Background: an optimization exercise with open tools, aiming at a short achievable clock period and few clock cycles. Do not read the settings as production practice.
The RTL was checked by simulation tests, not by an equivalence proof against the original design.
No activity file was given, so power comes from the tool's default toggle rates.

run A:
==> flow/design.v (excerpt) <==
module top (
    input         clk,
    input         reset,
    output [31:0] PC,
    input  [31:0] Instr,
    output        MemWrite,
    output [31:0] DataAdr,
    output [31:0] WriteData,
    input  [31:0] ReadData
);
Size: ~5600 cells after synthesis, about 870 flip-flops, about 50000 um2 of cells after synthesis.
export LEC_CHECK = 0
export ABC_CLOCK_PERIOD_IN_PS = 1000
export CAP_MARGIN = 20
export CORE_MARGIN = 2
export CORE_UTILIZATION = 55
export PLACE_DENSITY = 0.7
export SETUP_SLACK_MARGIN = 5
export SLEW_MARGIN = 20
create_clock -name core_clock -period 11.0 [get_ports {clk}]
standard.sh (not shown) runs the stock make flow with config.mk's settings and CLKGATE_MAP_FILE= SYNTH_SCRIPT=/design/flow/synth_recipe.tcl, a recipe that flattens the netlist after the stock synthesis.
==> flow/flow/run.sh <==
#!/bin/bash
# Own flow: the standard layout (standard.sh) with these changes.
#  - Synthesis maps with a mapping-only ABC script (flow/abc_map.script) and
#    without the full/half adder cells, so the RTL's parallel-prefix adders
#    keep their depth. Registers are untouched by both changes.
#  - The standard synthesis runs first; its netlist gives the names of the
#    few registers that synthesis leaves unnamed (see flow/fast_synth.tcl).
#  - Ports are buffered with buf_4 rather than the smallest buffer (a delay
#    cell that resizing could not swap out), and resizing may swap a cell
#    for one of another footprint.
# Each step's full output: std_synth.log, run_make.log, and ORFS's own logs
# under orfs/logs.
set -uo pipefail
HERE=$(pwd)
MARGIN=${MARGIN:-7.9}
RES=orfs/results/${FLOW_PLATFORM:-sky130hd}/top/base
bash standard.sh synth > std_synth.log 2>&1 || { tail -20 std_synth.log; exit 1; }
cp $RES/1_2_yosys.v std_netlist.v
rm -rf orfs
export FAST_ABC_SCRIPT=$HERE/flow/abc_map.script
export STD_NETLIST=$HERE/std_netlist.v
bash standard.sh SYNTH_SCRIPT=$HERE/flow/fast_synth.tcl ADDER_MAP_FILE= \
    SETUP_SLACK_MARGIN=$MARGIN MATCH_CELL_FOOTPRINT=0 \
    "BUFFER_PORTS_ARGS=-buffer_cell sky130_fd_sc_hd__buf_4" finish > run_make.log 2>&1
st=$?
tail -20 run_make.log
exit $st
Other scripts of this flow, unchanged in this note and not shown: flow/flow/abc_map.script, flow/flow/fast_synth.tcl
Run A has completed all stages; timing, DRC and antenna checks passed.
Testbench counts of run A, summed over its fixed seeds: cycles 40,666.
diff inputs: run A => run B
Settings: a change of PLACE_DENSITY from 0.7 to 0.6; a change of CORE_UTILIZATION from 55 to 40.
-- flow/flow/run.sh --
<<< run A, line 15
MARGIN=${MARGIN:-7.9}
>>> run B, line 15
MARGIN=${MARGIN:-8.0}
[summary]
- In summary, run B completed successfully, with a layout that passed the timing, design-rule and antenna checks.
- Part of the total power dissipated in combinational logic (lower): run B
- Sort run B and run A by instance count on the critical path, descending, and run A comes first.
- Wire length reported by the detailed router grows slightly when moving from run A to run B.
Edits applied to the flow inputs when going from run B to run C:
Settings: PLACE_DENSITY now 0.65, was 0.6; CORE_UTILIZATION now 50, was 40.
-- flow/flow/run.sh --
<<< run B, line 15
MARGIN=${MARGIN:-8.0}
>>> run C, line 15
MARGIN=${MARGIN:-7.6}
## What came out
- Number of cells after detailed placement | run C below run B
- Measured against each other, run B and run C differ in highest attainable clock frequency, the higher figure coming from run C.
- Summary: with run B as the reference, routed wire length in run C moved down slightly.
- Compared with run B, run C shows a share of cell area taken by multi-input logic gates that is 0.42 points higher.
- Between run B and run C, global-route wire length before repair decreased.
- Going from run B to run C, post-cts sizing count shrinks by 337.
Inputs modified between run C and run D:
Settings: PLACE_DENSITY now 0.6, was 0.65; CORE_UTILIZATION now 40, was 50; GPL_ROUTABILITY_DRIVEN now 0, previously not set.
==> comparison <==
The worst setup margin in run D was lower than what run C gave. Going from run C to run D, core utilization decreased 12 points; portion of the clock cycle consumed by the worst path in the final layout picked up an extra 0.51 points; sequential cell power now sits at about the same level.

---

top again, from the RTL that the note above started with.
## top
module top (
    input         clk,
    input         reset,
    output [31:0] PC,
    input  [31:0] Instr,
    output        MemWrite,
    output [31:0] DataAdr,
    output [31:0] WriteData,
    input  [31:0] ReadData
);
==> flow/config.mk <==
export PLATFORM = sky130hd
export DESIGN_NAME = top
export DESIGN_NICKNAME = top
export VERILOG_FILES = /design/flow/design.v
export SDC_FILE = /design/flow/constraint.sdc
export NUM_CORES = 4
export LEC_CHECK = 0
export ABC_CLOCK_PERIOD_IN_PS = 1000
export CAP_MARGIN = 20
export CORE_MARGIN = 2
export CORE_UTILIZATION = 40
export PLACE_DENSITY = 0.6
export SETUP_SLACK_MARGIN = 5
export SLEW_MARGIN = 20
==> flow/constraint.sdc <==
create_clock -name core_clock -period 11.0 [get_ports {clk}]
set_input_delay 2.2000 -clock core_clock [delete_from_list [all_inputs] [get_ports {clk}]]
set_output_delay 2.2000 -clock core_clock [all_outputs]
set_load 0.01 [all_outputs]
==> flow/flow/run.sh <==
#!/bin/bash
# Own flow: the standard layout (standard.sh) with these changes.
#  - Synthesis maps with a mapping-only ABC script (flow/abc_map.script) and
#    without the full/half adder cells, so the RTL's parallel-prefix adders
#    keep their depth. Registers are untouched by both changes.
#  - The standard synthesis runs first; its netlist gives the names of the
#    few registers that synthesis leaves unnamed (see flow/fast_synth.tcl).
#  - Ports are buffered with buf_4 rather than the smallest buffer (a delay
#    cell that resizing could not swap out), and resizing may swap a cell
#    for one of another footprint.
# Each step's full output: std_synth.log, run_make.log, and ORFS's own logs
# under orfs/logs.
set -uo pipefail
HERE=$(pwd)
MARGIN=${MARGIN:-7.6}
RES=orfs/results/${FLOW_PLATFORM:-sky130hd}/top/base
bash standard.sh synth > std_synth.log 2>&1 || { tail -20 std_synth.log; exit 1; }
cp $RES/1_2_yosys.v std_netlist.v
rm -rf orfs
export FAST_ABC_SCRIPT=$HERE/flow/abc_map.script
export STD_NETLIST=$HERE/std_netlist.v
bash standard.sh SYNTH_SCRIPT=$HERE/flow/fast_synth.tcl ADDER_MAP_FILE= \
    SETUP_SLACK_MARGIN=$MARGIN MATCH_CELL_FOOTPRINT=0 \
    "BUFFER_PORTS_ARGS=-buffer_cell sky130_fd_sc_hd__buf_4" finish > run_make.log 2>&1
st=$?
tail -20 run_make.log
exit $st
==> flow/flow/abc_map.script <==
strash
dch
map -D 1000
topo
buffer -p
upsize -D 1000
Other scripts of this flow, unchanged in this note and not shown: flow/flow/fast_synth.tcl
The starting point completed without violations.
Testbench counts at the start, summed over its fixed seeds: cycles 40,666.
Change:
==> flow/flow/abc_map.script (replaced) <==
strash
dch
map -D 1000
topo
buffer -p
upsize -D 1000
dnsize -D 1000
- worst hold slack got worse by 0.0073 ns
- power came out higher by 1.3%
- combinational power came out lower by about 0.8%
- synthesized area came out lower by 6.4%
- final area barely changes

port drivers added, routing unchanged:
The results above use ideal ports. As a check the final layouts listed here were re-extracted and re-timed, cells and wires unchanged. Step 1 assumes that a clkbuf_16 drives the clock port and a buf_2 every other input. Step 2 moves the port delays by t, midway between the first and last clock arrival at a register: inputs arrive t later, outputs are due t later. That takes back most of the time a late clock gives input paths. Slacks: ideal ports / drivers / drivers and shift; pairs: ideal ports / drivers.
run	shift t [ns]	setup WS [ns]	slew at the worst register clock pin (ns)	worst data-port slew with drivers (ns)	cell pins on the clock port's net
run A	0.766	7.417 / 7.417 / 6.796	0.07 / 0.07	0.08	1
run B	0.768	7.422 / 7.348 / 6.699	0.08 / 0.08	0.19	1
run C	0.780	7.485 / 7.402 / 6.811	0.08 / 0.08	0.06	1
run D	0.779	7.429 / 7.425 / 6.696	0.07 / 0.07	0.07	1
the first run of note 2	0.781	7.486 / 7.408 / 6.777	0.07 / 0.07	0.08	1
the second run of note 2	0.772	7.428 / 7.356 / 6.745	0.07 / 0.07	0.07	1
After both steps every run listed still meets setup and hold. The setup slack of run D, which loses most, moves by -0.004 ns with the drivers and by -0.733 ns with both steps.
